Source: an optimization exercise on an open RTL-to-GDS flow (aim: small area, a short achievable clock period and few clock cycles per item). Production flows keep margins and buffers that such runs may drop.
Function was checked by simulation only, so behaviour that the tests miss may differ from the original.

==> job 1241: inputs <==
==> flow/design.v <==
`timescale 1ns/10ps
module ELA(clk, rst, in_data, data_rd, req, wen, addr, data_wr, done);
	input				clk;
	input				rst;
	input		[7:0]	in_data;
	input		[7:0]	data_rd;
	output reg			req;
	output reg			wen;
	output reg	[9:0]	addr;
	output reg	[7:0]	data_wr;
	output reg			done;
reg [3:0] state, next_state;
parameter IDLE=0, STORE=1, BUFF=2, CALL_L=3, CALL=4, CALL_R=5, ELA_L=6, ELA=7, ELA_R=8, FIN=9;
reg [7:0] data_sv [0:7];	 
reg [4:0] num;	 
reg [7:0] D_1, D_2, D_3;	 
reg finish;	 
reg [9:0] addr_n;
reg [4:0] num_n;
reg req_n, wen_n, done_n, finish_n;
reg [7:0] data_wr_n;
always @(posedge clk, posedge rst) begin
	if(rst) state <= IDLE;
	else state <= next_state;
end
always @(*) begin
	case(state)
		IDLE: begin
			if(!rst) next_state = STORE;
			else next_state = IDLE;
		end
		STORE: begin
			if(addr == 991) next_state = BUFF;
			else next_state = STORE;
		end
		BUFF: next_state = CALL_L;
		CALL_L: begin
			if(finish) next_state = FIN;
			else if(num==3) next_state = ELA_L;
			else next_state = CALL_L;
		end
		ELA_L: next_state = CALL;
		CALL: begin
			if(num==7) next_state = ELA;
			else next_state = CALL;
		end
		ELA: begin
			if((addr+2)%64==0) next_state = CALL_R;
			else next_state = CALL;
		end
		CALL_R: begin
			if(num==3) next_state = ELA_R;
			else next_state = CALL_R;
		end
		ELA_R: next_state = CALL_L;
		FIN: next_state = FIN;
		default: next_state = IDLE;
	endcase
end
always @(*) begin
	addr_n = addr;
	num_n = num;
	req_n = req;
	wen_n = wen;
	done_n = done;
	finish_n = finish;
	data_wr_n = data_wr;
	D_1 = 0;
	D_2 = 0;
	D_3 = 0;
	case(state)
		IDLE: begin
			addr_n = 10'b11_1111_1110;	 
			done_n = 0;
			finish_n = 0;
			req_n = 0;
		end
		STORE: begin
			wen_n = 1;
			data_wr_n = in_data;
			if(addr == 10'b11_1111_1110) begin
				req_n = 1;	 
				addr_n = addr + 1;
			end else if((addr+1)%32==0 && !req) begin	 
				addr_n = addr + 32;	 
				req_n = 1;	 
			end else begin
				addr_n = addr + 1;
				req_n = 0;
			end
		end
		BUFF: begin
			wen_n = 0;
			num_n = 0;
			addr_n = 10'b11_1111_1111;
		end
		CALL_L: begin
			wen_n = 0;
			if(addr == 10'b11_1111_1111) addr_n = 0;
			else if(num==0) addr_n = addr + 1;
			else if(num==1) addr_n = addr + 64;
			num_n = num + 1;
		end
		ELA_L: begin
			wen_n = 1;
			num_n = 0;
			addr_n = addr - 32;
			data_wr_n = (data_sv[1] + data_sv[2]) / 2;	 
		end
		CALL: begin
			wen_n = 0;
			case(num)
				0: addr_n = addr - 32;
				3: addr_n = addr + 62;
				6: addr_n = addr - 33;
				7: addr_n = addr;
				default: addr_n = addr + 1;
			endcase
			num_n = num + 1;
		end
		ELA: begin
			wen_n = 1;
			num_n = 0;
			if(data_sv[1] > data_sv[6]) D_1 = data_sv[1] - data_sv[6];
			else D_1 = data_sv[6] - data_sv[1];
			if(data_sv[2] > data_sv[5]) D_2 = data_sv[2] - data_sv[5];
			else D_2 = data_sv[5] - data_sv[2];
			if(data_sv[3] > data_sv[4]) D_3 = data_sv[3] - data_sv[4];
			else D_3 = data_sv[4] - data_sv[3];
			if(D_2 <= D_1) begin
				if(D_2 <= D_3) begin
					data_wr_n = (data_sv[2] + data_sv[5]) / 2;
				end else begin
					data_wr_n = (data_sv[3] + data_sv[4]) / 2;
				end
			end else begin
				if(D_1 <= D_3) begin
					data_wr_n = (data_sv[1] + data_sv[6]) / 2;
				end else begin
					data_wr_n = (data_sv[3] + data_sv[4]) / 2;
				end
			end
		end
		CALL_R: begin
			wen_n = 0;
			if(num==0) addr_n = addr - 31;
			else if(num==1) addr_n = addr + 64;
			num_n = num + 1;
		end
		ELA_R: begin
			wen_n = 1;
			num_n = 0;
			addr_n = addr - 32;
			data_wr_n = (data_sv[1] + data_sv[2]) / 2;
			if(addr_n==959) finish_n = 1;	 
		end
		FIN: begin
			done_n = 1;
		end
		default: addr_n = addr;
	endcase
end
always @(posedge clk, posedge rst) begin
	if(rst) begin
		addr <= 10'b11_1111_1110;
		num <= 0;
		req <= 0;
		wen <= 0;
		done <= 0;
		finish <= 0;
	end else begin
		addr <= addr_n;
		num <= num_n;
		req <= req_n;
		wen <= wen_n;
		done <= done_n;
		finish <= finish_n;
	end
end
always @(posedge clk) begin
	data_wr <= data_wr_n;
	if(state==CALL_L || state==CALL || state==CALL_R) data_sv[num[2:0]] <= data_rd;	 
end
endmodule
==> flow/run.sh <==
#!/bin/bash
# synth_recipe.tcl (not shown) runs the flow's synth.tcl, then flattens the netlist and writes it again
# the make line also repeats each setting of config.mk as NAME=value (left out here)
make -C /OpenROAD-flow-scripts/flow DESIGN_CONFIG=/design/flow/config.mk WORK_HOME=/design/flow/orfs CLKGATE_MAP_FILE= SYNTH_SCRIPT=/design/flow/synth_recipe.tcl finish
==> flow/config.mk <==
export PLATFORM = sky130hd
export DESIGN_NAME = ELA
export DESIGN_NICKNAME = ELA
export VERILOG_FILES = /design/flow/design.v
export SDC_FILE = /design/flow/constraint.sdc
export NUM_CORES = 4
export LEC_CHECK = 0
export CAP_MARGIN = 20
export CORE_MARGIN = 2
export CORE_UTILIZATION = 40
export PLACE_DENSITY = 0.6
export SLEW_MARGIN = 20
==> flow/constraint.sdc <==
create_clock -name core_clock -period 6.0 [get_ports {clk}]
set_input_delay 1.2000 -clock core_clock [delete_from_list [all_inputs] [get_ports {clk}]]
set_output_delay 1.2000 -clock core_clock [all_outputs]
set_load 0.01 [all_outputs]
==> job 5108 (differences from job 1241) <==
==> flow/design.v (replaced) <==
`timescale 1ns/10ps
module ELA(clk, rst, in_data, data_rd, req, wen, addr, data_wr, done);
	input				clk;
	input				rst;
	input		[7:0]	in_data;
	input		[7:0]	data_rd;
	output reg			req;
	output reg			wen;
	output reg	[9:0]	addr;
	output reg	[7:0]	data_wr;
	output reg			done;
localparam START = 2'd0, ARR = 2'd1, INT = 2'd2, FIN = 2'd3;
reg [1:0] state;
reg [1:0] phase;
reg [7:0] q0, q1, q2, q3, q4, q5, q6, q7, q8;
reg [1:0] sel;
wire [7:0] d1 = (q7 > q0) ? q7 - q0 : q0 - q7;
wire [7:0] d2 = (q4 > q3) ? q4 - q3 : q3 - q4;
wire [7:0] d3 = (q1 > q6) ? q1 - q6 : q6 - q1;
wire edge_col = (addr[4:1] == 4'b1111);
reg [1:0] sel_n;
always @(*) begin
	if (edge_col || (d2 <= d1 && d2 <= d3)) sel_n = 2'd0;
	else if (d2 > d1 && d1 <= d3) sel_n = 2'd1;
	else sel_n = 2'd2;
end
reg [7:0] pa, pb;
always @(*) begin
	case (sel)
		2'd1: begin pa = q8; pb = q1; end
		2'd2: begin pa = q2; pb = q7; end
		default: begin pa = q5; pb = q4; end
	endcase
end
wire [8:0] sum = pa + pb;
always @(posedge clk) begin
	q0 <= data_rd; q1 <= q0; q2 <= q1; q3 <= q2; q4 <= q3;
	q5 <= q4; q6 <= q5; q7 <= q6; q8 <= q7;
	sel <= sel_n;
	if (state == ARR || (state == START && req)) data_wr <= in_data;
	else if (state == INT && phase == 2'd0) data_wr <= sum[8:1];
end
always @(posedge clk, posedge rst) begin
	if (rst) begin
		state <= START;
		phase <= 2'd0;
		req <= 1'b0;
		wen <= 1'b0;
		done <= 1'b0;
		addr <= 10'd0;
	end else begin
		case (state)
			START: begin
				req <= 1'b1;
				if (req) begin
					state <= ARR;
					wen <= 1'b1;
					addr <= 10'd0;
				end
			end
			ARR: begin
				if (addr == 10'd991) begin
					state <= INT;
					wen <= 1'b0;
					phase <= 2'd0;
					addr <= 10'd0;
				end else if (addr[4:0] == 5'd31) addr <= addr + 10'd33;
				else addr <= addr + 10'd1;
			end
			INT: begin
				case (phase)
					2'd0: begin
						phase <= 2'd1;
						addr <= addr + 10'd64;
					end
					2'd1: begin
						phase <= 2'd2;
						wen <= 1'b1;
						if (addr[4:1] == 4'b0000) addr <= addr - 10'd66;
						else addr <= addr - 10'd34;
					end
					default: begin
						phase <= 2'd0;
						wen <= 1'b0;
						if (addr == 10'd959) begin
							state <= FIN;
							done <= 1'b1;
						end else if (addr[4:0] == 5'd29 || addr[4:1] == 4'b1111) addr <= addr + 10'd3;
						else addr <= addr - 10'd29;
					end
				endcase
			end
			default: begin
				wen <= 1'b0;
				done <= 1'b1;
			end
		endcase
	end
end
endmodule
- SETUP_SLACK_MARGIN: unset -> 3.0
==> results.cfg <==
[placement]
post-place-ws_ns = 1.411

[synthesis]
synth_cells = 742

[floorplanning]
design.die.area_um2 = 17800

[final_layout]
non_clock_buffer_count = 70
seq_cells = 99

[outcome]
outcome = timing/DRC/antenna clean

[setup_path]
path_max_fanout = 6

[global_routing]
antenna_found_initial = 0
grt_usage = 0.1921

[routing]
met2_length_mm = 7.925

[pwr]
switching_share = 0.3869
the above is filed under job 5108

==> results.cfg <==
[placement]
post-place-ws_ns = 0.3644

[final_layout]
non_clock_buffer_count = 47
seq_cells = 79

[setup_path]
slowest_delay_ns = 0.55

[outcome]
outcome = timing/DRC/antenna clean

[global_routing]
antenna_found_initial = 1
grt_usage = 0.2197

[synthesis]
muxShareOfSynthArea = 0.04003
synth_cells = 1028
synth_commonest_cells = ha_1, inv_1, nand2_1, nor2_1, a21oi_1
the above is filed under job 1241

Testbench counts of job 1241, summed over its fixed seeds: cycles 75,728, images 16.
Testbench counts of job 5108, summed over its fixed seeds: cycles 31,360, images 16.

## static timing again, ports no longer ideal
The results above use ideal ports. As a check the final layouts listed here were re-extracted and re-timed, cells and wires unchanged.
Step 1 sets driving cells, clkbuf_16 on the clock port and buf_2 on the other inputs (assumed; they add their load-dependent delay and slew).
Step 2 also shifts input and output timing later by t, the mid clock arrival at the registers, as if the neighbouring blocks saw the same clock.
a / b / c = ideal ports / drivers / drivers and shift; a / b = the first two.
run | shift t [ns] | slack for setup (ns) | hold WS [ns]
job 1241 | 0.400 | 0.418 / 0.418 / 0.418 | 0.533 / 0.533 / 0.533
job 5108 | 0.393 | 1.504 / 1.504 / 1.504 | 0.349 / 0.349 / 0.349
After both steps setup and hold are still met in every run listed.
